This design comes from an exercise in tuning for small area, a short achievable clock period and few clock cycles on the open sky130 flow, not from production work.
Only simulation tests tie the RTL to the original design; equivalence was not proved.
Power figures rest on the tool's default switching activity, not on a simulated workload.

### flow/flow/run.sh
#!/bin/bash
# The standard layout (standard.sh) with two changes:
#  - plain buf_1 cells as the port buffers instead of the buffer that
#    buffer_ports picks by default (timing repair still resizes the ones on
#    critical paths);
#  - no ADDER_MAP_FILE, so Yosys does not cut half/full adders out of the
#    logic before ABC maps it: ABC maps the adders with the rest.
# Output of make and every tool it runs goes to flow_make.log here; ORFS's
# per-step logs stay under orfs/logs.
set -euo pipefail
export BUFFER_PORTS_ARGS="-buffer_cell sky130_fd_sc_hd__buf_1"
export ADDER_MAP_FILE=
bash standard.sh > flow_make.log 2>&1
### flow/standard.sh
#!/bin/bash
# synth_recipe.tcl (not shown) runs the flow's synth.tcl, then flattens the netlist and writes it again
# the make line also repeats each setting of config.mk as NAME=value (left out here)
make -C /OpenROAD-flow-scripts/flow DESIGN_CONFIG=/design/flow/config.mk WORK_HOME=/design/flow/orfs CLKGATE_MAP_FILE= SYNTH_SCRIPT=/design/flow/synth_recipe.tcl "${@:-finish}"
### flow/config.mk
export PLATFORM = sky130hd
export DESIGN_NAME = cube_solver
export DESIGN_NICKNAME = cube_solver
export VERILOG_FILES = /design/flow/design.v
export SDC_FILE = /design/flow/constraint.sdc
export NUM_CORES = 4
export LEC_CHECK = 0
export ABC_AREA = 1
export CAP_MARGIN = 20
export CORE_MARGIN = 2
export CORE_UTILIZATION = 60
export SETUP_SLACK_MARGIN = 1.5
export SLEW_MARGIN = 20
### flow/constraint.sdc
create_clock -name core_clock -period 5.0 [get_ports {clk}]
set_input_delay 1.0000 -clock core_clock [delete_from_list [all_inputs] [get_ports {clk}]]
set_output_delay 1.0000 -clock core_clock [all_outputs]
set_load 0.01 [all_outputs]
### flow/design.v
module cube_solver (
    input  wire        clk,
    input  wire        rst,
    input  wire        run,
    input  wire [11:0] lo,
    input  wire [11:0] hi,
    output wire [11:0] total_found,
    output reg         solver_done
);
    function automatic gt12(input [11:0] a, input [11:0] b);
        reg [15:0] g, l;
        integer k, w;
        begin
            g = 16'd0;
            l = 16'd0;
            for (k = 0; k < 12; k = k + 1) begin
                g[k] = a[k] & ~b[k];
                l[k] = ~a[k] & b[k];
            end
            for (w = 1; w < 16; w = w * 2)
                for (k = 0; k + w < 16; k = k + 2 * w) begin
                    g[k] = g[k + w] | (~l[k + w] & g[k]);
                    l[k] = l[k + w] | (~g[k + w] & l[k]);
                end
            gt12 = g[0];
        end
    endfunction
    wire [6:0] q_w, s_w;
    wire       pred_w;
    cube_qtab u_qtab (
        .x00(hi[11]), .x01(hi[10]), .x02(hi[9]), .x03(hi[8]), .x04(hi[7]), .x05(hi[6]),
        .x06(hi[5]),  .x07(hi[4]),  .x08(hi[3]), .x09(hi[2]), .x10(hi[1]), .x11(hi[0]),
        .z0(q_w[6]), .z1(q_w[5]), .z2(q_w[4]), .z3(q_w[3]), .z4(q_w[2]), .z5(q_w[1]), .z6(q_w[0])
    );
    cube_pred u_pred (
        .x00(hi[11]), .x01(hi[10]), .x02(hi[9]), .x03(hi[8]), .x04(hi[7]), .x05(hi[6]),
        .x06(hi[5]),  .x07(hi[4]),  .x08(hi[3]), .x09(hi[2]), .x10(hi[1]), .x11(hi[0]),
        .z0(pred_w)
    );
    cube_stab u_stab (
        .x00(lo[11]), .x01(lo[10]), .x02(lo[9]), .x03(lo[8]), .x04(lo[7]), .x05(lo[6]),
        .x06(lo[5]),  .x07(lo[4]),  .x08(lo[3]), .x09(lo[2]), .x10(lo[1]), .x11(lo[0]),
        .z0(s_w[6]), .z1(s_w[5]), .z2(s_w[4]), .z3(s_w[3]), .z4(s_w[2]), .z5(s_w[1]), .z6(s_w[0])
    );
    reg [6:0] q_hi;      
    reg [6:0] s_lo;      
    reg       hi_hit;    
    reg       in_order;  
    always @(posedge clk) begin
        if (rst)
            solver_done <= 1'b0;
        else if (run)
            solver_done <= 1'b1;
        if (run) begin
            q_hi     <= q_w;
            s_lo     <= s_w;
            hi_hit   <= pred_w;
            in_order <= !gt12(lo, hi);
        end
    end
    wire [2:0] extra = {in_order, in_order & hi_hit, in_order ^ hi_hit};
    wire [6:0] count = q_hi + s_lo + {4'd0, extra};
    assign total_found = {5'd0, count};
endmodule
module cube_qtab ( 
    x00, x01, x02, x03, x04, x05, x06, x07, x08, x09, x10, x11,
    z0, z1, z2, z3, z4, z5, z6  );
  input  x00, x01, x02, x03, x04, x05, x06, x07, x08, x09, x10, x11;
  output z0, z1, z2, z3, z4, z5, z6;
  wire new_n20, new_n21, new_n22, new_n23, new_n24, new_n25, new_n26,
    new_n27, new_n28, new_n29, new_n30, new_n31, new_n32, new_n33, new_n35,
    new_n36, new_n37, new_n38, new_n39, new_n40, new_n41, new_n42, new_n43,
    new_n44, new_n45, new_n46, new_n47, new_n48, new_n49, new_n50, new_n51,
    new_n52, new_n53, new_n54, new_n55, new_n56, new_n57, new_n58, new_n59,
    new_n60, new_n61, new_n62, new_n63, new_n64, new_n65, new_n66, new_n67,
    new_n68, new_n69, new_n70, new_n71, new_n72, new_n73, new_n74, new_n75,
    new_n76, new_n77, new_n78, new_n79, new_n80, new_n81, new_n82, new_n83,
    new_n84, new_n85, new_n86, new_n87, new_n88, new_n89, new_n90, new_n91,
    new_n92, new_n93, new_n94, new_n95, new_n96, new_n97, new_n98, new_n99,
    new_n100, new_n101, new_n102, new_n103, new_n104, new_n105, new_n106,
    new_n107, new_n108, new_n109, new_n110, new_n111, new_n112, new_n114,
    new_n115, new_n116, new_n117, new_n118, new_n119, new_n120, new_n121,
    new_n123, new_n124, new_n125, new_n126, new_n127, new_n128, new_n129,
    new_n130, new_n131, new_n132, new_n133, new_n134, new_n135, new_n136,
    new_n137, new_n138, new_n139, new_n140, new_n141, new_n142, new_n143,
    new_n144, new_n145, new_n146, new_n147, new_n148, new_n149, new_n150,
    new_n151, new_n152, new_n153, new_n154, new_n155, new_n156, new_n157,
    new_n158, new_n159, new_n160, new_n161, new_n163, new_n164, new_n166,
    new_n167, new_n168, new_n169, new_n170, new_n171, new_n172, new_n173,
    new_n174, new_n175, new_n176, new_n177, new_n178, new_n179, new_n180,
    new_n181, new_n182, new_n183, new_n184, new_n185, new_n186, new_n187,
    new_n188, new_n189, new_n190, new_n191, new_n192, new_n193, new_n194,
    new_n195, new_n196, new_n197, new_n198, new_n199, new_n200, new_n201,
    new_n202, new_n203, new_n204, new_n205, new_n206, new_n207, new_n208,
    new_n209, new_n210, new_n211, new_n212, new_n213, new_n214, new_n215,
    new_n216, new_n217, new_n218, new_n219, new_n220, new_n221, new_n222,
    new_n223, new_n224, new_n225, new_n226, new_n227, new_n228, new_n229,
    new_n230, new_n231, new_n232, new_n233, new_n234, new_n235, new_n236,
    new_n238, new_n239, new_n240, new_n241, new_n242, new_n243, new_n244,
    new_n245, new_n246, new_n247, new_n248, new_n249, new_n250, new_n251,
    new_n252, new_n253, new_n254, new_n255, new_n256, new_n257, new_n258,
    new_n259, new_n260, new_n261, new_n262, new_n263, new_n264, new_n265,
    new_n266, new_n267, new_n268, new_n269, new_n270, new_n271, new_n272,
    new_n273, new_n274, new_n275, new_n276, new_n277, new_n278, new_n279,
    new_n280, new_n281, new_n282, new_n283, new_n284, new_n285, new_n286,
    new_n287, new_n288, new_n289, new_n290;
  assign new_n20 = x04 & x05;
  assign new_n21 = x03 & new_n20;
  assign new_n22 = ~x06 & new_n21;
  assign new_n23 = x07 & x08;
  assign new_n24 = x10 & x11;
  assign new_n25 = ~x02 & ~new_n24;
  assign new_n26 = x02 & new_n24;
  assign new_n27 = ~x09 & ~new_n26;
  assign new_n28 = ~new_n25 & ~new_n27;
  assign new_n29 = new_n23 & new_n28;
  assign new_n30 = new_n22 & ~new_n29;
  assign new_n31 = new_n21 & ~new_n30;
  assign new_n32 = ~x00 & ~x01;
  assign new_n33 = ~x02 & new_n32;
  assign z0 = new_n31 | ~new_n33;
  assign new_n35 = ~x02 & x03;
  assign new_n36 = ~x04 & ~x05;
  assign new_n37 = x08 & new_n28;
  assign new_n38 = x04 & ~x06;
  assign new_n39 = ~new_n36 & ~new_n38;
  assign new_n40 = ~x05 & ~x06;
  assign new_n41 = ~new_n39 & ~new_n40;
  assign new_n42 = ~new_n37 & new_n41;
  assign new_n43 = ~x02 & x05;
  assign new_n44 = ~x06 & ~x11;
  assign new_n45 = ~x04 & ~new_n44;
  assign new_n46 = x09 & x10;
  assign new_n47 = ~new_n38 & new_n46;
  assign new_n48 = ~new_n45 & ~new_n47;
  assign new_n49 = new_n43 & ~new_n48;
  assign new_n50 = ~x06 & ~x09;
  assign new_n51 = x08 & ~new_n50;
  assign new_n52 = new_n49 & new_n51;
  assign new_n53 = x03 & ~new_n52;
  assign new_n54 = ~new_n42 & new_n53;
  assign new_n55 = x08 & x09;
  assign new_n56 = ~x04 & x06;
  assign new_n57 = ~new_n55 & new_n56;
  assign new_n58 = ~x04 & ~x06;
  assign new_n59 = ~new_n55 & new_n58;
  assign new_n60 = ~new_n36 & ~new_n59;
  assign new_n61 = x08 & new_n58;
  assign new_n62 = new_n60 & new_n61;
  assign new_n63 = ~new_n57 & ~new_n62;
  assign new_n64 = x06 & new_n20;
  assign new_n65 = x06 & ~new_n24;
  assign new_n66 = new_n55 & ~new_n65;
  assign new_n67 = new_n36 & ~new_n66;
  assign new_n68 = ~new_n64 & ~new_n67;
  assign new_n69 = new_n63 & new_n68;
  assign new_n70 = ~x03 & ~new_n69;
  assign new_n71 = x07 & ~new_n70;
  assign new_n72 = ~new_n54 & new_n71;
  assign new_n73 = x02 & ~x06;
  assign new_n74 = x08 & new_n46;
  assign new_n75 = new_n73 & ~new_n74;
  assign new_n76 = x02 & ~new_n23;
  assign new_n77 = ~new_n75 & ~new_n76;
  assign new_n78 = new_n58 & ~new_n77;
  assign new_n79 = ~x02 & ~x06;
  assign new_n80 = new_n20 & new_n79;
  assign new_n81 = x03 & ~x05;
  assign new_n82 = x06 & new_n81;
  assign new_n83 = x02 & x06;
  assign new_n84 = x04 & new_n83;
  assign new_n85 = ~new_n82 & ~new_n84;
  assign new_n86 = ~new_n80 & new_n85;
  assign new_n87 = new_n35 & new_n57;
  assign new_n88 = ~x03 & ~new_n36;
  assign new_n89 = ~new_n56 & new_n88;
  assign new_n90 = ~new_n87 & ~new_n89;
  assign new_n91 = new_n86 & new_n90;
  assign new_n92 = ~x07 & ~new_n91;
  assign new_n93 = ~new_n78 & ~new_n92;
  assign new_n94 = x02 & ~x05;
  assign new_n95 = ~x04 & new_n94;
  assign new_n96 = new_n93 & ~new_n95;
  assign new_n97 = ~x08 & x09;
  assign new_n98 = new_n26 & new_n97;
  assign new_n99 = new_n20 & ~new_n98;
  assign new_n100 = ~x07 & ~new_n74;
  assign new_n101 = ~new_n23 & ~new_n100;
  assign new_n102 = x09 & new_n83;
  assign new_n103 = ~new_n101 & ~new_n102;
  assign new_n104 = new_n99 & ~new_n103;
  assign new_n105 = new_n96 & ~new_n104;
  assign new_n106 = ~new_n72 & new_n105;
  assign new_n107 = x06 & new_n106;
  assign new_n108 = new_n36 & ~new_n107;
  assign new_n109 = new_n35 & ~new_n108;
  assign new_n110 = ~new_n31 & new_n109;
  assign new_n111 = new_n31 & ~new_n109;
  assign new_n112 = new_n32 & ~new_n111;
  assign z1 = new_n110 | ~new_n112;
  assign new_n114 = ~x04 & new_n109;
  assign new_n115 = ~x04 & ~new_n93;
  assign new_n116 = new_n60 & ~new_n115;
  assign new_n117 = ~new_n35 & ~new_n116;
  assign new_n118 = x02 & ~x03;
  assign new_n119 = ~new_n31 & ~new_n118;
  assign new_n120 = ~new_n117 & new_n119;
  assign new_n121 = ~new_n114 & new_n120;
  assign z2 = ~new_n32 | new_n121;
  assign new_n123 = x09 & x11;
  assign new_n124 = ~new_n97 & ~new_n123;
  assign new_n125 = x07 & new_n40;
  assign new_n126 = ~new_n124 & new_n125;
  assign new_n127 = new_n74 & new_n126;
  assign new_n128 = x03 & ~new_n127;
  assign new_n129 = x01 & ~new_n64;
  assign new_n130 = x02 & ~new_n129;
  assign new_n131 = new_n128 & new_n130;
  assign new_n132 = ~x00 & ~new_n131;
  assign new_n133 = x01 & new_n132;
  assign new_n134 = ~new_n108 & new_n117;
  assign new_n135 = ~x03 & ~x06;
  assign new_n136 = new_n108 & ~new_n135;
  assign new_n137 = ~x02 & x06;
  assign new_n138 = ~new_n36 & new_n137;
  assign new_n139 = ~new_n84 & ~new_n138;
  assign new_n140 = x11 & ~new_n139;
  assign new_n141 = x02 & new_n20;
  assign new_n142 = ~new_n140 & ~new_n141;
  assign new_n143 = x06 & ~x10;
  assign new_n144 = x09 & ~new_n143;
  assign new_n145 = ~new_n76 & new_n144;
  assign new_n146 = ~new_n142 & new_n145;
  assign new_n147 = ~new_n25 & ~new_n146;
  assign new_n148 = new_n23 & new_n64;
  assign new_n149 = ~x02 & ~new_n148;
  assign new_n150 = ~x00 & ~new_n149;
  assign new_n151 = ~new_n147 & new_n150;
  assign new_n152 = ~new_n32 & ~new_n151;
  assign new_n153 = x03 & ~new_n139;
  assign new_n154 = ~new_n99 & new_n153;
  assign new_n155 = ~new_n92 & new_n154;
  assign new_n156 = ~new_n118 & ~new_n148;
  assign new_n157 = ~new_n30 & new_n156;
  assign new_n158 = ~new_n155 & new_n157;
  assign new_n159 = ~new_n152 & new_n158;
  assign new_n160 = ~new_n136 & new_n159;
  assign new_n161 = ~new_n134 & new_n160;
  assign z3 = ~new_n133 & ~new_n161;
  assign new_n163 = new_n32 & ~new_n106;
  assign new_n164 = x02 & new_n132;
  assign z4 = new_n163 | new_n164;
  assign new_n166 = x06 & x10;
  assign new_n167 = x08 & ~new_n137;
  assign new_n168 = ~new_n166 & new_n167;
  assign new_n169 = new_n54 & ~new_n168;
  assign new_n170 = ~new_n54 & new_n168;
  assign new_n171 = ~new_n169 & ~new_n170;
  assign new_n172 = x08 & ~x09;
  assign new_n173 = ~x02 & new_n172;
  assign new_n174 = new_n99 & ~new_n173;
  assign new_n175 = ~new_n171 & new_n174;
  assign new_n176 = ~x02 & ~new_n51;
  assign new_n177 = ~new_n79 & new_n123;
  assign new_n178 = x10 & new_n177;
  assign new_n179 = ~new_n83 & ~new_n178;
  assign new_n180 = ~new_n176 & new_n179;
  assign new_n181 = ~x05 & new_n180;
  assign new_n182 = x08 & ~new_n20;
  assign new_n183 = new_n73 & ~new_n182;
  assign new_n184 = new_n138 & new_n182;
  assign new_n185 = ~new_n95 & ~new_n184;
  assign new_n186 = ~new_n183 & new_n185;
  assign new_n187 = new_n46 & ~new_n186;
  assign new_n188 = ~new_n181 & ~new_n187;
  assign new_n189 = x05 & new_n180;
  assign new_n190 = ~x06 & ~x10;
  assign new_n191 = x09 & ~new_n190;
  assign new_n192 = ~new_n189 & new_n191;
  assign new_n193 = ~x03 & ~new_n192;
  assign new_n194 = ~new_n188 & ~new_n193;
  assign new_n195 = ~new_n61 & ~new_n87;
  assign new_n196 = ~new_n51 & ~new_n195;
  assign new_n197 = ~new_n194 & ~new_n196;
  assign new_n198 = ~new_n175 & new_n197;
  assign new_n199 = x07 & ~new_n198;
  assign new_n200 = ~new_n97 & ~new_n172;
  assign new_n201 = x05 & x07;
  assign new_n202 = ~new_n200 & new_n201;
  assign new_n203 = ~x04 & ~new_n202;
  assign new_n204 = ~new_n148 & ~new_n203;
  assign new_n205 = ~x02 & ~new_n128;
  assign new_n206 = ~x04 & ~new_n23;
  assign new_n207 = new_n79 & new_n206;
  assign new_n208 = ~new_n205 & ~new_n207;
  assign new_n209 = ~new_n204 & ~new_n208;
  assign new_n210 = x08 & ~new_n49;
  assign new_n211 = new_n63 & ~new_n210;
  assign new_n212 = ~x07 & new_n137;
  assign new_n213 = ~new_n67 & new_n212;
  assign new_n214 = ~new_n211 & new_n213;
  assign new_n215 = new_n74 & new_n94;
  assign new_n216 = ~new_n61 & ~new_n95;
  assign new_n217 = ~new_n75 & new_n216;
  assign new_n218 = ~new_n215 & new_n217;
  assign new_n219 = ~x04 & ~new_n46;
  assign new_n220 = x07 & ~new_n219;
  assign new_n221 = ~x02 & x11;
  assign new_n222 = ~new_n220 & ~new_n221;
  assign new_n223 = new_n220 & new_n221;
  assign new_n224 = ~new_n222 & ~new_n223;
  assign new_n225 = ~new_n218 & ~new_n224;
  assign new_n226 = ~x01 & x03;
  assign new_n227 = ~new_n225 & new_n226;
  assign new_n228 = ~new_n214 & new_n227;
  assign new_n229 = ~new_n209 & ~new_n228;
  assign new_n230 = ~new_n199 & ~new_n229;
  assign new_n231 = x02 & ~new_n22;
  assign new_n232 = ~x09 & new_n25;
  assign new_n233 = ~new_n149 & ~new_n232;
  assign new_n234 = ~new_n231 & new_n233;
  assign new_n235 = x01 & ~new_n234;
  assign new_n236 = ~new_n230 & ~new_n235;
  assign z5 = x00 | new_n236;
  assign new_n238 = ~x11 & new_n74;
  assign new_n239 = ~new_n96 & ~new_n238;
  assign new_n240 = new_n198 & ~new_n239;
  assign new_n241 = ~new_n43 & ~new_n94;
  assign new_n242 = ~new_n84 & ~new_n212;
  assign new_n243 = ~new_n241 & ~new_n242;
  assign new_n244 = ~new_n240 & new_n243;
  assign new_n245 = new_n42 & ~new_n100;
  assign new_n246 = new_n46 & new_n99;
  assign new_n247 = new_n101 & new_n246;
  assign new_n248 = ~new_n245 & ~new_n247;
  assign new_n249 = ~new_n187 & new_n241;
  assign new_n250 = ~new_n248 & new_n249;
  assign new_n251 = ~x09 & new_n83;
  assign new_n252 = ~new_n177 & ~new_n251;
  assign new_n253 = ~x10 & ~new_n252;
  assign new_n254 = ~x04 & x09;
  assign new_n255 = x04 & x10;
  assign new_n256 = ~new_n254 & ~new_n255;
  assign new_n257 = ~x02 & new_n44;
  assign new_n258 = ~new_n256 & new_n257;
  assign new_n259 = ~new_n253 & ~new_n258;
  assign new_n260 = x05 & ~new_n259;
  assign new_n261 = x02 & ~new_n24;
  assign new_n262 = x09 & ~new_n261;
  assign new_n263 = x02 & x05;
  assign new_n264 = new_n38 & ~new_n263;
  assign new_n265 = ~new_n262 & new_n264;
  assign new_n266 = ~new_n260 & ~new_n265;
  assign new_n267 = new_n23 & ~new_n266;
  assign new_n268 = ~new_n146 & ~new_n148;
  assign new_n269 = new_n24 & ~new_n268;
  assign new_n270 = ~x10 & new_n55;
  assign new_n271 = new_n38 & new_n270;
  assign new_n272 = ~new_n56 & ~new_n271;
  assign new_n273 = new_n263 & ~new_n272;
  assign new_n274 = ~x01 & ~new_n273;
  assign new_n275 = new_n208 & new_n274;
  assign new_n276 = ~new_n269 & new_n275;
  assign new_n277 = ~new_n267 & new_n276;
  assign new_n278 = ~new_n250 & new_n277;
  assign new_n279 = ~new_n244 & new_n278;
  assign new_n280 = x09 & ~new_n166;
  assign new_n281 = new_n23 & ~new_n123;
  assign new_n282 = ~new_n190 & new_n281;
  assign new_n283 = ~new_n280 & new_n282;
  assign new_n284 = x07 & new_n254;
  assign new_n285 = ~new_n36 & ~new_n284;
  assign new_n286 = ~new_n126 & ~new_n285;
  assign new_n287 = ~new_n283 & new_n286;
  assign new_n288 = new_n149 & ~new_n287;
  assign new_n289 = ~x03 & ~new_n288;
  assign new_n290 = ~new_n152 & ~new_n289;
  assign z6 = ~new_n279 & new_n290;
endmodule
module cube_stab ( 
    x00, x01, x02, x03, x04, x05, x06, x07, x08, x09, x10, x11,
    z0, z1, z2, z3, z4, z5, z6  );
  input  x00, x01, x02, x03, x04, x05, x06, x07, x08, x09, x10, x11;
  output z0, z1, z2, z3, z4, z5, z6;
  wire new_n20, new_n21, new_n22, new_n23, new_n25, new_n26, new_n27,
    new_n28, new_n29, new_n30, new_n31, new_n32, new_n33, new_n34, new_n35,
    new_n36, new_n37, new_n38, new_n39, new_n41, new_n42, new_n43, new_n44,
    new_n45, new_n46, new_n47, new_n48, new_n49, new_n50, new_n51, new_n52,
    new_n53, new_n54, new_n55, new_n56, new_n57, new_n58, new_n59, new_n60,
    new_n61, new_n62, new_n63, new_n64, new_n65, new_n66, new_n67, new_n68,
    new_n69, new_n70, new_n71, new_n72, new_n73, new_n74, new_n75, new_n76,
    new_n77, new_n78, new_n79, new_n80, new_n81, new_n82, new_n83, new_n84,
    new_n85, new_n86, new_n87, new_n88, new_n89, new_n90, new_n91, new_n92,
    new_n93, new_n94, new_n95, new_n96, new_n97, new_n98, new_n99,
    new_n100, new_n101, new_n102, new_n103, new_n104, new_n105, new_n106,
    new_n107, new_n108, new_n109, new_n110, new_n111, new_n112, new_n113,
    new_n114, new_n115, new_n116, new_n117, new_n118, new_n119, new_n120,
    new_n121, new_n122, new_n123, new_n124, new_n125, new_n126, new_n127,
    new_n128, new_n129, new_n130, new_n131, new_n132, new_n133, new_n134,
    new_n135, new_n136, new_n137, new_n138, new_n139, new_n140, new_n141,
    new_n142, new_n143, new_n144, new_n145, new_n146, new_n147, new_n148,
    new_n149, new_n150, new_n151, new_n152, new_n153, new_n154, new_n155,
    new_n156, new_n157, new_n158, new_n160, new_n161, new_n162, new_n163,
    new_n164, new_n165, new_n166, new_n167, new_n168, new_n169, new_n170,
    new_n171, new_n172, new_n173, new_n174, new_n175, new_n176, new_n177,
    new_n178, new_n179, new_n180, new_n181, new_n182, new_n183, new_n184,
    new_n185, new_n186, new_n187, new_n188, new_n189, new_n190, new_n191,
    new_n192, new_n193, new_n194, new_n195, new_n196, new_n197, new_n198,
    new_n199, new_n200, new_n201, new_n202, new_n203, new_n204, new_n205,
    new_n206, new_n207, new_n208, new_n209, new_n210, new_n213, new_n214,
    new_n215, new_n216, new_n217, new_n218, new_n219, new_n220, new_n221,
    new_n222, new_n223, new_n224, new_n225, new_n226, new_n227, new_n228,
    new_n229, new_n230, new_n231, new_n232, new_n233, new_n235, new_n236,
    new_n237, new_n238, new_n239, new_n240, new_n241, new_n242, new_n243,
    new_n244, new_n245, new_n246, new_n247, new_n248, new_n249, new_n250,
    new_n251, new_n252, new_n253, new_n254, new_n255, new_n256, new_n257,
    new_n258, new_n259, new_n260, new_n261, new_n262, new_n263, new_n264,
    new_n265, new_n266, new_n267, new_n268, new_n269, new_n270, new_n271,
    new_n272, new_n273, new_n274, new_n275, new_n276, new_n277, new_n278,
    new_n279, new_n280, new_n281, new_n282, new_n283, new_n284, new_n285,
    new_n286, new_n287, new_n288, new_n289, new_n290, new_n291, new_n292;
  assign new_n20 = ~x00 & ~x01;
  assign new_n21 = ~x02 & new_n20;
  assign new_n22 = x03 & x05;
  assign new_n23 = x04 & new_n22;
  assign z0 = new_n21 & ~new_n23;
  assign new_n25 = x09 & x10;
  assign new_n26 = x08 & new_n25;
  assign new_n27 = ~x07 & ~new_n26;
  assign new_n28 = x02 & new_n27;
  assign new_n29 = ~x06 & new_n28;
  assign new_n30 = x04 & x05;
  assign new_n31 = x03 & ~new_n30;
  assign new_n32 = ~x02 & ~new_n31;
  assign new_n33 = x02 & ~new_n23;
  assign new_n34 = ~x05 & ~x06;
  assign new_n35 = ~x02 & ~x04;
  assign new_n36 = new_n34 & new_n35;
  assign new_n37 = ~new_n33 & ~new_n36;
  assign new_n38 = ~new_n32 & new_n37;
  assign new_n39 = ~new_n29 & new_n38;
  assign z1 = new_n20 & ~new_n39;
  assign new_n41 = x02 & ~x04;
  assign new_n42 = ~x02 & ~x06;
  assign new_n43 = x07 & x08;
  assign new_n44 = x09 & new_n43;
  assign new_n45 = new_n42 & new_n44;
  assign new_n46 = x04 & new_n43;
  assign new_n47 = ~x06 & new_n46;
  assign new_n48 = ~new_n35 & ~new_n47;
  assign new_n49 = ~new_n45 & ~new_n48;
  assign new_n50 = ~x03 & ~x05;
  assign new_n51 = ~new_n22 & ~new_n50;
  assign new_n52 = ~x09 & new_n51;
  assign new_n53 = x06 & new_n43;
  assign new_n54 = x10 & x11;
  assign new_n55 = ~x05 & new_n54;
  assign new_n56 = x09 & ~new_n55;
  assign new_n57 = new_n53 & ~new_n56;
  assign new_n58 = ~new_n52 & new_n57;
  assign new_n59 = ~x06 & ~x10;
  assign new_n60 = new_n43 & ~new_n59;
  assign new_n61 = ~x05 & ~new_n60;
  assign new_n62 = x05 & x07;
  assign new_n63 = ~x09 & new_n62;
  assign new_n64 = x08 & x09;
  assign new_n65 = x05 & new_n64;
  assign new_n66 = ~new_n63 & ~new_n65;
  assign new_n67 = ~new_n61 & new_n66;
  assign new_n68 = x08 & ~x09;
  assign new_n69 = ~x03 & ~new_n68;
  assign new_n70 = x07 & ~new_n69;
  assign new_n71 = x09 & new_n54;
  assign new_n72 = x06 & new_n51;
  assign new_n73 = new_n71 & new_n72;
  assign new_n74 = ~new_n70 & ~new_n73;
  assign new_n75 = ~new_n67 & new_n74;
  assign new_n76 = ~new_n58 & ~new_n75;
  assign new_n77 = ~x04 & ~new_n76;
  assign new_n78 = x03 & ~new_n77;
  assign new_n79 = new_n49 & ~new_n78;
  assign new_n80 = x03 & ~x06;
  assign new_n81 = new_n35 & ~new_n62;
  assign new_n82 = ~new_n80 & new_n81;
  assign new_n83 = ~new_n79 & new_n82;
  assign new_n84 = x04 & x07;
  assign new_n85 = ~x04 & new_n43;
  assign new_n86 = x06 & x08;
  assign new_n87 = x10 & new_n86;
  assign new_n88 = ~new_n64 & ~new_n87;
  assign new_n89 = x11 & ~new_n88;
  assign new_n90 = ~x06 & ~new_n25;
  assign new_n91 = ~new_n89 & new_n90;
  assign new_n92 = new_n85 & ~new_n91;
  assign new_n93 = ~new_n84 & ~new_n92;
  assign new_n94 = ~x08 & ~new_n71;
  assign new_n95 = ~x04 & ~new_n64;
  assign new_n96 = ~new_n25 & ~new_n95;
  assign new_n97 = new_n86 & new_n96;
  assign new_n98 = ~x02 & ~new_n97;
  assign new_n99 = ~new_n94 & ~new_n98;
  assign new_n100 = x02 & ~x08;
  assign new_n101 = new_n71 & ~new_n100;
  assign new_n102 = ~new_n28 & ~new_n101;
  assign new_n103 = x04 & ~x06;
  assign new_n104 = ~new_n102 & new_n103;
  assign new_n105 = new_n22 & ~new_n104;
  assign new_n106 = ~new_n99 & new_n105;
  assign new_n107 = ~new_n93 & new_n106;
  assign new_n108 = x05 & ~new_n68;
  assign new_n109 = x06 & ~x08;
  assign new_n110 = ~x01 & x04;
  assign new_n111 = ~new_n109 & new_n110;
  assign new_n112 = new_n108 & new_n111;
  assign new_n113 = ~new_n27 & new_n112;
  assign new_n114 = ~new_n30 & new_n51;
  assign new_n115 = ~new_n23 & ~new_n114;
  assign new_n116 = x02 & x06;
  assign new_n117 = ~new_n42 & ~new_n116;
  assign new_n118 = x05 & new_n117;
  assign new_n119 = ~new_n34 & ~new_n118;
  assign new_n120 = ~new_n115 & new_n119;
  assign new_n121 = ~new_n113 & ~new_n120;
  assign new_n122 = ~x06 & ~new_n64;
  assign new_n123 = x07 & ~new_n122;
  assign new_n124 = ~new_n121 & ~new_n123;
  assign new_n125 = ~x04 & x06;
  assign new_n126 = new_n118 & new_n125;
  assign new_n127 = new_n30 & new_n116;
  assign new_n128 = x02 & ~x06;
  assign new_n129 = x03 & ~new_n128;
  assign new_n130 = new_n55 & ~new_n129;
  assign new_n131 = ~new_n127 & ~new_n130;
  assign new_n132 = ~new_n126 & new_n131;
  assign new_n133 = new_n44 & ~new_n132;
  assign new_n134 = ~x06 & ~new_n54;
  assign new_n135 = new_n63 & new_n134;
  assign new_n136 = x03 & ~new_n135;
  assign new_n137 = new_n30 & new_n53;
  assign new_n138 = ~x02 & new_n137;
  assign new_n139 = ~new_n35 & ~new_n138;
  assign new_n140 = ~new_n136 & new_n139;
  assign new_n141 = ~x01 & ~new_n140;
  assign new_n142 = ~new_n133 & new_n141;
  assign new_n143 = ~new_n124 & new_n142;
  assign new_n144 = ~new_n107 & new_n143;
  assign new_n145 = ~new_n83 & new_n144;
  assign new_n146 = x01 & ~new_n128;
  assign new_n147 = ~new_n33 & new_n146;
  assign new_n148 = ~new_n145 & ~new_n147;
  assign new_n149 = x04 & ~x05;
  assign new_n150 = ~new_n51 & ~new_n149;
  assign new_n151 = new_n53 & new_n150;
  assign new_n152 = new_n148 & new_n151;
  assign new_n153 = ~new_n41 & ~new_n152;
  assign new_n154 = new_n51 & new_n125;
  assign new_n155 = x03 & new_n154;
  assign new_n156 = ~new_n150 & ~new_n155;
  assign new_n157 = new_n20 & ~new_n29;
  assign new_n158 = ~new_n156 & new_n157;
  assign z2 = new_n153 & new_n158;
  assign new_n160 = ~x07 & new_n25;
  assign new_n161 = x06 & ~new_n160;
  assign new_n162 = new_n43 & new_n71;
  assign new_n163 = ~new_n161 & ~new_n162;
  assign new_n164 = x02 & new_n163;
  assign new_n165 = ~x04 & ~new_n163;
  assign new_n166 = ~x02 & x08;
  assign new_n167 = ~new_n165 & ~new_n166;
  assign new_n168 = ~new_n164 & new_n167;
  assign new_n169 = ~x05 & ~new_n168;
  assign new_n170 = x02 & ~x10;
  assign new_n171 = ~x02 & x10;
  assign new_n172 = ~new_n134 & new_n171;
  assign new_n173 = ~new_n170 & ~new_n172;
  assign new_n174 = new_n92 & new_n173;
  assign new_n175 = ~new_n116 & ~new_n174;
  assign new_n176 = ~new_n96 & new_n128;
  assign new_n177 = ~x01 & ~new_n176;
  assign new_n178 = x07 & ~new_n116;
  assign new_n179 = ~new_n84 & ~new_n178;
  assign new_n180 = ~x09 & new_n170;
  assign new_n181 = ~new_n100 & ~new_n180;
  assign new_n182 = ~new_n179 & new_n181;
  assign new_n183 = new_n177 & new_n182;
  assign new_n184 = new_n99 & ~new_n183;
  assign new_n185 = new_n168 & ~new_n184;
  assign new_n186 = ~new_n175 & ~new_n185;
  assign new_n187 = new_n54 & ~new_n110;
  assign new_n188 = new_n68 & ~new_n134;
  assign new_n189 = ~new_n187 & new_n188;
  assign new_n190 = new_n178 & new_n189;
  assign new_n191 = new_n22 & ~new_n190;
  assign new_n192 = ~new_n186 & new_n191;
  assign new_n193 = ~new_n169 & ~new_n192;
  assign new_n194 = new_n41 & ~new_n193;
  assign new_n195 = ~new_n148 & ~new_n194;
  assign new_n196 = ~x06 & ~new_n51;
  assign new_n197 = ~new_n103 & ~new_n154;
  assign new_n198 = ~new_n196 & new_n197;
  assign new_n199 = new_n195 & ~new_n198;
  assign new_n200 = ~x02 & ~new_n120;
  assign new_n201 = ~x03 & ~new_n200;
  assign new_n202 = new_n23 & new_n27;
  assign new_n203 = ~x01 & ~new_n202;
  assign new_n204 = ~new_n156 & ~new_n197;
  assign new_n205 = new_n203 & ~new_n204;
  assign new_n206 = ~new_n201 & new_n205;
  assign new_n207 = new_n153 & new_n206;
  assign new_n208 = ~new_n199 & new_n207;
  assign new_n209 = x02 & ~new_n203;
  assign new_n210 = ~x00 & ~new_n209;
  assign z3 = ~new_n208 & new_n210;
  assign z4 = ~x00 & ~new_n195;
  assign new_n213 = x07 & x09;
  assign new_n214 = new_n173 & new_n213;
  assign new_n215 = new_n113 & ~new_n214;
  assign new_n216 = ~x01 & new_n123;
  assign new_n217 = ~new_n125 & ~new_n128;
  assign new_n218 = ~new_n85 & ~new_n86;
  assign new_n219 = new_n217 & new_n218;
  assign new_n220 = ~new_n216 & new_n219;
  assign new_n221 = x06 & ~x07;
  assign new_n222 = new_n30 & ~new_n221;
  assign new_n223 = x01 & ~new_n222;
  assign new_n224 = ~new_n220 & ~new_n223;
  assign new_n225 = ~new_n215 & new_n224;
  assign new_n226 = ~new_n193 & new_n225;
  assign new_n227 = ~x07 & new_n35;
  assign new_n228 = ~x01 & ~x03;
  assign new_n229 = ~new_n227 & new_n228;
  assign new_n230 = ~new_n138 & new_n229;
  assign new_n231 = ~new_n226 & ~new_n230;
  assign new_n232 = new_n35 & ~new_n76;
  assign new_n233 = ~new_n231 & ~new_n232;
  assign z5 = ~x00 & ~new_n233;
  assign new_n235 = ~x10 & new_n103;
  assign new_n236 = ~new_n89 & ~new_n235;
  assign new_n237 = new_n182 & new_n236;
  assign new_n238 = ~new_n71 & new_n237;
  assign new_n239 = new_n42 & new_n238;
  assign new_n240 = ~new_n123 & new_n189;
  assign new_n241 = ~new_n216 & ~new_n240;
  assign new_n242 = ~new_n42 & ~new_n238;
  assign new_n243 = ~new_n241 & ~new_n242;
  assign new_n244 = ~new_n239 & new_n243;
  assign new_n245 = ~new_n46 & ~new_n177;
  assign new_n246 = x10 & ~x11;
  assign new_n247 = new_n166 & new_n246;
  assign new_n248 = ~new_n100 & ~new_n247;
  assign new_n249 = ~x07 & ~new_n248;
  assign new_n250 = ~x08 & x11;
  assign new_n251 = new_n25 & ~new_n250;
  assign new_n252 = new_n116 & ~new_n251;
  assign new_n253 = ~new_n42 & ~new_n68;
  assign new_n254 = ~new_n252 & new_n253;
  assign new_n255 = ~new_n249 & new_n254;
  assign new_n256 = ~new_n245 & new_n255;
  assign new_n257 = x04 & ~new_n43;
  assign new_n258 = new_n177 & ~new_n257;
  assign new_n259 = ~new_n190 & ~new_n258;
  assign new_n260 = ~new_n256 & new_n259;
  assign new_n261 = ~new_n244 & ~new_n260;
  assign new_n262 = x05 & ~new_n261;
  assign new_n263 = new_n25 & new_n86;
  assign new_n264 = new_n117 & ~new_n263;
  assign new_n265 = new_n77 & new_n264;
  assign new_n266 = ~new_n217 & ~new_n237;
  assign new_n267 = x01 & ~new_n214;
  assign new_n268 = ~new_n102 & ~new_n267;
  assign new_n269 = ~new_n266 & new_n268;
  assign new_n270 = ~x01 & new_n102;
  assign new_n271 = new_n49 & new_n270;
  assign new_n272 = ~x05 & ~new_n271;
  assign new_n273 = ~new_n269 & new_n272;
  assign new_n274 = ~new_n85 & ~new_n257;
  assign new_n275 = new_n42 & ~new_n44;
  assign new_n276 = ~new_n274 & new_n275;
  assign new_n277 = ~x00 & x03;
  assign new_n278 = ~new_n276 & new_n277;
  assign new_n279 = ~new_n273 & new_n278;
  assign new_n280 = ~new_n265 & new_n279;
  assign new_n281 = ~new_n262 & new_n280;
  assign new_n282 = new_n61 & ~new_n213;
  assign new_n283 = ~new_n34 & new_n213;
  assign new_n284 = ~x11 & new_n44;
  assign new_n285 = ~new_n283 & ~new_n284;
  assign new_n286 = ~new_n282 & new_n285;
  assign new_n287 = new_n53 & new_n246;
  assign new_n288 = ~x04 & ~new_n287;
  assign new_n289 = ~new_n286 & new_n288;
  assign new_n290 = ~x03 & new_n21;
  assign new_n291 = ~new_n137 & new_n290;
  assign new_n292 = ~new_n289 & new_n291;
  assign z6 = ~new_n281 & ~new_n292;
endmodule
module cube_pred ( 
    x00, x01, x02, x03, x04, x05, x06, x07, x08, x09, x10, x11,
    z0  );
  input  x00, x01, x02, x03, x04, x05, x06, x07, x08, x09, x10, x11;
  output z0;
  wire new_n14, new_n15, new_n16, new_n17, new_n18, new_n19, new_n20,
    new_n21, new_n22, new_n23, new_n24, new_n25, new_n26, new_n27, new_n28,
    new_n29, new_n30, new_n31, new_n32, new_n33, new_n34, new_n35, new_n36,
    new_n37, new_n38, new_n39, new_n40, new_n41, new_n42, new_n43, new_n44,
    new_n45, new_n46, new_n47, new_n48, new_n49, new_n50, new_n51, new_n52,
    new_n53, new_n54, new_n55, new_n56, new_n57, new_n58, new_n59, new_n60,
    new_n61, new_n62, new_n63, new_n64, new_n65, new_n66, new_n67, new_n68,
    new_n69, new_n70, new_n71, new_n72, new_n73, new_n74, new_n75, new_n76,
    new_n77, new_n78, new_n79, new_n80, new_n81, new_n82, new_n83, new_n84,
    new_n85, new_n86, new_n87, new_n88, new_n89, new_n90, new_n91, new_n92,
    new_n93, new_n94, new_n95, new_n96, new_n97, new_n98, new_n99,
    new_n100, new_n101, new_n102, new_n103, new_n104, new_n105, new_n106,
    new_n107;
  assign new_n14 = ~x05 & x06;
  assign new_n15 = ~x02 & x06;
  assign new_n16 = ~new_n14 & ~new_n15;
  assign new_n17 = x06 & new_n16;
  assign new_n18 = ~x10 & ~new_n17;
  assign new_n19 = x03 & ~new_n18;
  assign new_n20 = x06 & ~x09;
  assign new_n21 = x08 & ~new_n20;
  assign new_n22 = x05 & x11;
  assign new_n23 = ~new_n14 & ~new_n22;
  assign new_n24 = new_n21 & ~new_n23;
  assign new_n25 = x02 & ~new_n24;
  assign new_n26 = x05 & x08;
  assign new_n27 = new_n20 & new_n26;
  assign new_n28 = x06 & x09;
  assign new_n29 = new_n22 & new_n28;
  assign new_n30 = ~x02 & ~new_n29;
  assign new_n31 = ~new_n27 & new_n30;
  assign new_n32 = x04 & x07;
  assign new_n33 = ~new_n31 & new_n32;
  assign new_n34 = ~new_n25 & new_n33;
  assign new_n35 = new_n19 & new_n34;
  assign new_n36 = x10 & x11;
  assign new_n37 = x05 & ~x06;
  assign new_n38 = new_n21 & ~new_n37;
  assign new_n39 = ~new_n36 & ~new_n38;
  assign new_n40 = ~x05 & ~new_n32;
  assign new_n41 = x06 & ~x07;
  assign new_n42 = ~x06 & x07;
  assign new_n43 = ~new_n41 & ~new_n42;
  assign new_n44 = ~x02 & x08;
  assign new_n45 = x11 & new_n44;
  assign new_n46 = ~new_n43 & new_n45;
  assign new_n47 = ~new_n40 & new_n46;
  assign new_n48 = x02 & x04;
  assign new_n49 = new_n26 & ~new_n41;
  assign new_n50 = new_n48 & new_n49;
  assign new_n51 = ~new_n47 & ~new_n50;
  assign new_n52 = new_n19 & ~new_n51;
  assign new_n53 = x10 & new_n29;
  assign new_n54 = ~x03 & ~x04;
  assign new_n55 = ~new_n53 & ~new_n54;
  assign new_n56 = ~x02 & x07;
  assign new_n57 = ~x10 & ~x11;
  assign new_n58 = x06 & new_n57;
  assign new_n59 = new_n56 & ~new_n58;
  assign new_n60 = ~new_n55 & new_n59;
  assign new_n61 = ~new_n52 & ~new_n60;
  assign new_n62 = ~new_n39 & ~new_n61;
  assign new_n63 = ~x07 & x11;
  assign new_n64 = ~x04 & new_n63;
  assign new_n65 = ~x05 & x10;
  assign new_n66 = ~x07 & ~x11;
  assign new_n67 = x05 & ~new_n66;
  assign new_n68 = ~new_n65 & ~new_n67;
  assign new_n69 = ~new_n64 & new_n68;
  assign new_n70 = x04 & x10;
  assign new_n71 = ~x08 & ~new_n70;
  assign new_n72 = new_n15 & ~new_n71;
  assign new_n73 = x10 & ~new_n14;
  assign new_n74 = new_n56 & new_n73;
  assign new_n75 = ~new_n72 & ~new_n74;
  assign new_n76 = ~new_n69 & ~new_n75;
  assign new_n77 = ~x06 & ~x10;
  assign new_n78 = ~x04 & ~new_n36;
  assign new_n79 = ~new_n77 & new_n78;
  assign new_n80 = ~x07 & ~x08;
  assign new_n81 = x04 & new_n57;
  assign new_n82 = ~new_n80 & ~new_n81;
  assign new_n83 = ~new_n79 & new_n82;
  assign new_n84 = ~x05 & new_n43;
  assign new_n85 = new_n26 & ~new_n63;
  assign new_n86 = ~new_n48 & ~new_n85;
  assign new_n87 = ~new_n84 & ~new_n86;
  assign new_n88 = new_n83 & new_n87;
  assign new_n89 = ~new_n76 & ~new_n88;
  assign new_n90 = new_n16 & new_n69;
  assign new_n91 = ~x06 & ~x08;
  assign new_n92 = ~x11 & new_n91;
  assign new_n93 = x03 & ~new_n92;
  assign new_n94 = ~new_n90 & new_n93;
  assign new_n95 = ~new_n89 & new_n94;
  assign new_n96 = ~new_n62 & ~new_n95;
  assign new_n97 = ~x08 & new_n14;
  assign new_n98 = ~x03 & x11;
  assign new_n99 = ~new_n97 & new_n98;
  assign new_n100 = ~x09 & ~new_n99;
  assign new_n101 = ~new_n52 & new_n100;
  assign new_n102 = ~x01 & ~new_n101;
  assign new_n103 = ~new_n96 & new_n102;
  assign new_n104 = ~new_n35 & ~new_n103;
  assign new_n105 = x01 & x10;
  assign new_n106 = new_n17 & new_n105;
  assign new_n107 = x00 & ~new_n106;
  assign z0 = ~new_n104 & ~new_n107;
endmodule
==> results.sh, run 1 <==
export IMPL_cts_setup_buffers=0
export IMPL_fillers=620
export IMPL_critPathMaxFanout=4
export IMPL_synth_xor_area_frac=0.02962
export IMPL_drt_wl_total_um=12090
export IMPL_grt_overflow_total=0
export IMPL_power_uw=648.6
export IMPL_synth_edff_count=16
export IMPL_yosysTopAreaCell="nand2_1"
export IMPL_syn_to_final_growth_pct=2.962
export IMPL_cts_root_buf="clkbuf_8"
export IMPL_post_dp_hpwl_um=9392
export IMPL_drv_slew=0
export IMPL_fin_crit_ps=3073
export IMPL_drt_iter0_drc=694
export IMPL_ant_nets=0
export IMPL_ys_flop_type="edfxtp_1"
export IMPL_cts_sinks=17
export IMPL_yosysWarnings=1
export IMPL_power_density_nw_per_um2=177.5
export IMPL_dr_total_vias=4674
export IMPL_hold_path_class="register to register"
export IMPL_drtPass1Iterations=6
export IMPL_finalNonFillerCells=752
export IMPL_worst_path_buf_inv=2
export IMPL_cts_buffer_depth=2
export IMPL_finalSetupViolCount=0
export IMPL_status="finished clean"
export IMPL_drc=0
export IMPL_cts_tree="built"
export IMPL_ys_seq_elements=17
export IMPL_fin_area_sq_um=3654
export IMPL_synth_most_common_cell="nand2_1"
export IMPL_ys_top_cells_by_count="200 x nand2_1, 90 x nor2_1, 76 x inv_1"
export IMPL_antenna_cells=0
export IMPL_die_area_sq_um=6545
export IMPL_slowest_delay_ps=440
export IMPL_clock_skew_ps=0
export IMPL_yosysTopAreaCellShare=0.2116
export IMPL_yosysUniqueCellTypes=50
export IMPL_hold_violations=0
export IMPL_dp_cells=748
export IMPL_critPathSlowestCell="edfxtp_1"
export IMPL_gp_congestion=1.070
export IMPL_crit_top_cell="nand2_1"
export IMPL_end_kind="output port"
export IMPL_grt_usage=0.3816
export IMPL_via_per_inst=6.215
export IMPL_worst_pin_slew_ps=817.2
export IMPL_drive_above_1_share=0.05318
export IMPL_finalSetupTns_ps=0
export IMPL_vdd_drop_max_mv=0.1452
export IMPL_synth_adder_area_share=0
export IMPL_grt_max_degree=21
export IMPL_synth_simple_area_share=0.4362
export IMPL_grt_pass1_wl_um=19710
export IMPL_rsz0062_at_grt="no"
export IMPL_required_ps=4000
export IMPL_wl_per_cell_um=16.07
export IMPL_core_area_sq_um=5816
export IMPL_hold_buffers=0
export IMPL_antenna_found_initial=0
export IMPL_syn_area_sq_um=3548
export IMPL_path_class="register to output port"
export IMPL_nNetsFinal=705
export IMPL_arrival_ps=2070
export IMPL_die_h_um=80.90
export IMPL_period_share=0.6146
export IMPL_fmax_mhz=325.4
export IMPL_die_w_um=80.90
export IMPL_slew_headroom=0.4552
export IMPL_synth_area_leaders="nand2_1 21%, edfxtp_1 14%, nor2_1 9.5%, inv_1 8.0%, nand3_1 6.8%"
export IMPL_yosys_mux_area_fraction=0
export IMPL_rows=28
export IMPL_power_leakage_uw=0.001835
export IMPL_dpl_cell_area_sq_um=3607
export IMPL_synth_top_family_by_area="simple AND/OR/NAND/NOR gates"
export IMPL_synth_compound_area_frac=0.2387
export IMPL_place_port_buffers=34
export IMPL_seq_area_frac_synth=0.1410
export IMPL_clk_latency_ps=260
export IMPL_cp_top_family="compound AO/OA/AOI/OAI gates"
export IMPL_start_util=0.6102
export IMPL_async_reset_ff_frac=0
export IMPL_cts_buffers=3
export IMPL_syn_area_per_cell_sq_um=5.352
export IMPL_htreeDepth=1
export IMPL_grt_pass1_vias=4163
export IMPL_cap_violations=0
export IMPL_syn_inst=663
export IMPL_startpoint_type="register"
export IMPL_clk_pin_slew_ps=70
export IMPL_crit_chain="nand2_1 > inv_1 > a21boi_0 > nand2_1 > a31oi_1 > o21ai_1 > nand2_1 > nand2_1 > nand2_1 > nand3_1 > nand2_1 > buf_1"
export IMPL_io_pins=40
## flip-flops by register name (all words and copies together), names as in the netlist
signal,flops
hi_hit,1
in_order,1
q_hi,7
s_lo,7
solver_done,1
## timing repair
action                                  4_1_cts  5_1_grt
resized for setup                             0        1
endpoints found under the setup margin        0        1
hold endpoints to repair                      0        0
## per-layer routing
layer / part of all wire / GRT usage
met5: 0 / 0
met4: 0.035 / 0.1508
met3: 0.15 / 0.08556
met2: 0.43 / 0.6008
met1: 0.39 / 0.5058
## cell type report
class | instances | area [sq um] | area share
clock inverter | 1 | 5.005 | 0.001370
inverter | 89 | 336.6 | 0.09212
clock buffer | 3 | 41.29 | 0.01130
tap | 75 | 93.84 | 0.02568
timing repair buffer | 38 | 157.7 | 0.04315
sequential | 17 | 500.5 | 0.1370
multi-input combinational | 529 | 2519 | 0.6894
## worst paths after layout
| path | start | end | slack [ps] | cells after the start |
|---|---|---|---|---|
| max reg2reg | solver_done | solver_done | 4440 | 2 |
| max | in_order | total_found[6] | 1930 | 12 |
| min | solver_done | solver_done | 490 | 2 |
| min reg2reg | solver_done | solver_done | 490 | 2 |
## power by group
part,leakage (uW),internal (uW),total [uW],switching [uW]
Sequential,0.000164,171,179,7.94
Combinational,0.00164,113,369,256
Clock,0.0000255,55.3,100,44.9
## worst min-delay path, stage by stage, from the launching register on
cell and delay (ps):
dfxtp_1 330, nor2_1 50, nor2_1 70
## per-stage QoR
step           hold slack [ps]  setup WS (ps)    util
3_3_place_gp             453.7           1773  0.6203
2_1_floorplan            502.8           2422       -
6_report                 485.0           1927  0.6282
4_1_cts                  489.8           1829  0.6282
5_1_grt                  520.3           1589  0.6282
3_5_place_dp             476.0           1762  0.6203
## logic make-up after synthesis
family	after synthesis
compound gates	142
xor+xnor	12
buf+inv	121
flops	17
other cells	1
simple gates	370
## layout by cell type (no fill, tap or decap), types with 2 or more instances in the layout
cell type    n
nor2_4       3
o21ai_1     10
nor2_1      90
nand2_1    200
nand4_1      8
a31oi_1     12
o211ai_1     9
xor2_1       8
o21ai_2      3
o2111ai_1    5
nor3_1       7
a21boi_1     2
o311ai_0     2
nand3_1     48
o22ai_1      6
o21ai_0     40
buf_4        4
inv_1       76
buf_1       34
a21oi_1     37
inv_2       11
xnor2_1      4
clkbuf_8     3
edfxtp_1    16
conb_1       5
nand2_2      5
o31ai_1      6
Testbench counts, summed over its fixed seeds: cycles 128.
==> inputs of run 2 (changes only) <==
--- a/flow/config.mk
+++ b/flow/config.mk
@@ -11,3 +11,3 @@
 export CORE_UTILIZATION = 60
-export SETUP_SLACK_MARGIN = 1.5
+export SETUP_SLACK_MARGIN = 1.7
 export SLEW_MARGIN = 20
==> results.sh, run 2 <==
export IMPL_status="finished clean"
export IMPL_place_port_buffers=34
export IMPL_synth_edff_count=16
export IMPL_syn_area_sq_um=3548
export IMPL_dr_total_vias=4685
export IMPL_cts_root_buf="clkbuf_8"
export IMPL_antenna_cells=0
export IMPL_p_clk_frac=0.155
export IMPL_start_util=0.6102
export IMPL_startpoint_type="input pin"
export IMPL_nNetsFinal=705
export IMPL_rows=28
export IMPL_cap_violations=0
export IMPL_dp_cells=748
export IMPL_vdd_drop_max_mv=0.1779
export IMPL_clk_latency_ps=260
export IMPL_slew_headroom=0.4678
export IMPL_mostFrequentLayoutCell="nand2_1"
export IMPL_htreeDepth=1
export IMPL_synth_area_leaders="nand2_1 21%, edfxtp_1 14%, nor2_1 9.5%, inv_1 8.0%, nand3_1 6.8%"
export IMPL_die_h_um=80.90
export IMPL_fillers=618
export IMPL_async_reset_ff_frac=0
export IMPL_cts_sinks=17
export IMPL_grt_pass1_wl_um=19710
export IMPL_ys_flop_type="edfxtp_1"
export IMPL_path_class="input pin to register"
export IMPL_period_share=0.6167
export IMPL_p_switching_uw=315.1
export IMPL_timing_rr_start="solver_done"
export IMPL_antenna_found_initial=0
export IMPL_die_w_um=80.90
export IMPL_end_kind="register"
export IMPL_power_leakage_uw=0.001837
export IMPL_grt_pass1_vias=4163
export IMPL_min_delay_start="solver_done"
export IMPL_p_int_uw=341.2
export IMPL_hold_violations=0
export IMPL_gp_congestion=1.070
export IMPL_worstSetupStartpoint="hi[3]"
export IMPL_fin_area_sq_um=3666
export IMPL_finalSetupTns_ps=0
export IMPL_cts_tree="built"
export IMPL_syn_to_final_growth_pct=3.315
export IMPL_hold_path_class="register to register"
export IMPL_arrival_ps=3100
export IMPL_cts_buffers=3
export IMPL_cts_setup_buffers=0
export IMPL_wl_per_cell_um=16.24
export IMPL_fin_crit_ps=3083
export IMPL_dpl_cell_area_sq_um=3607
export IMPL_cts_buffer_depth=2
export IMPL_via_per_inst=6.230
export IMPL_clock_skew_ps=0
export IMPL_syn_inst=663
export IMPL_seq_power_share=0.273
export IMPL_yosysTopAreaCellShare=0.2116
export IMPL_power_density_nw_per_um2=179.0
export IMPL_clk_pin_slew_ps=70
export IMPL_core_area_sq_um=5816
export IMPL_io_pins=40
export IMPL_finalCoreUtilization=0.6304
export IMPL_ant_nets=0
export IMPL_drive_above_1_share=0.05761
export IMPL_grt_max_degree=21
export IMPL_p_sw_frac=0.4801
export IMPL_post_dp_hpwl_um=9392
export IMPL_grt_usage=0.3816
export IMPL_syn_area_per_cell_sq_um=5.352
export IMPL_ys_seq_elements=17
export IMPL_yosysWarnings=1
export IMPL_finalSetupViolCount=0
export IMPL_drt_iter0_drc=669
export IMPL_grt_overflow_total=0
export IMPL_finalNonFillerCells=752
export IMPL_critPathMaxFanout=14
export IMPL_drtPass1Iterations=6
export IMPL_p_comb_frac=0.572
export IMPL_whs_ps=485.0
export IMPL_drv_slew=0
export IMPL_rsz0062_at_grt="no"
export IMPL_die_area_sq_um=6545
export IMPL_yosysUniqueCellTypes=50
export IMPL_yosysTopAreaCell="nand2_1"
export IMPL_synth_most_common_cell="nand2_1"
export IMPL_ys_top_cells_by_count="200 x nand2_1, 90 x nor2_1, 76 x inv_1"
export IMPL_drc=0
export IMPL_final_cell_mix="199 x nand2_1, 90 x nor2_1, 76 x inv_1"
export IMPL_reg_top3="q_hi: 7 flops, s_lo: 7 flops"
export IMPL_worst_pin_slew_ps=798.3
export IMPL_fmax_mhz=324.3
export IMPL_drt_wl_total_um=12210
export IMPL_required_ps=5020
export IMPL_seq_area_frac_synth=0.1410
## run 2: per-stage QoR
step,total power [uW],worst slack (ps)
after floorplan,450.4,2422
after global placement,534.7,1773
after detailed placement,538.6,1762
after CTS,639.1,1829
after global routing,711.3,1705
final,656.4,1917
## run 2: power groups by stage
stage	clock network (uW)	registers, uW	logic [uW]
after floorplan	0	179	271
after global placement	0	181	354
after detailed placement	0	182	357
after CTS	102	179	358
after global routing	108	181	423
final	101	179	376
## run 2: final timing paths
check | end | slack [ps] | cells after the start
min reg2reg | solver_done | 490 | 2
min | solver_done | 490 | 2
max | q_hi[1] | 1920 | 14
max reg2reg | solver_done | 4440 | 2
## run 2: cells by family after synthesis
family,Yosys count,share of synthesized area
AOI/OAI and AO/OA,142,0.2387
xor gates and xnor gates,12,0.02962
buffers and inverters,121,0.1534
DFF,17,0.1410
other,1,0.001057
and+or+nand+nor,370,0.4362
## run 2: critical path: stages
cell	delay, ps
buf_1	530
inv_1	310
a21oi_1	320
nor2_1	70
nor2_1	150
nand2_1	60
nand3_1	100
nand2_1	70
a21oi_1	190
nand2_1	70
nand2_1	60
nand2_1	60
nand2_1	50
nand2_1	50
## run 2: what timing repair did
action	in CTS	in global routing
resized for setup	0	4
setup endpoints to repair	0	2
hold buffers	0	0
## run 2: per-layer routing
layer  track usage  vias to the layer above  share of wire
met5             0                        -              0
li1              -                     2203              -
met1        0.5058                     2045           0.39
met3       0.08556                       52           0.14
met2        0.6008                      385           0.44
met4        0.1508                        0          0.033
## run 2: final cells by class
class / count / area, sq um / area share
multi-input cells: 529 / 2531 / 0.6904
clock inverters: 1 / 5.005 / 0.001365
well taps: 75 / 93.84 / 0.02560
repair buffers: 38 / 157.7 / 0.04300
clock buffers: 3 / 41.29 / 0.01126
flip-flops and latches: 17 / 500.5 / 0.1365
inverters: 89 / 336.6 / 0.09181

## port drivers added, routing unchanged
No port has a modelled driver above. Below, the same layouts with a new extraction and two added sets of constraints. Step 1 assumes that a clkbuf_16 drives the clock port and a buf_2 every other input. Step 2 times the ports against the registers' clock, not the clock port: input delays grow and output delays shrink by t, the midpoint of the rising clock arrivals with the driver on. Three values: ideal ports, drivers, drivers and shift; two values: the first two.
| run | shift t [ns] | slack for setup (ns) | worst setup path after step 2 | clock arrival spread, ns | pins driven straight from the clock port |
|---|---|---|---|---|---|
| run 1 | 0.276 | 1.927 / 1.903 / 1.655 | input to register | 0.010 / 0.010 | 1 |
| run 2 | 0.279 | 1.917 / 1.916 / 1.637 | input to register | 0.009 / 0.008 | 1 |
After both steps every run listed still meets setup and hold. For run 2, which loses most, drivers alone change the setup slack by -0.001 ns; drivers and shift together by -0.280 ns.
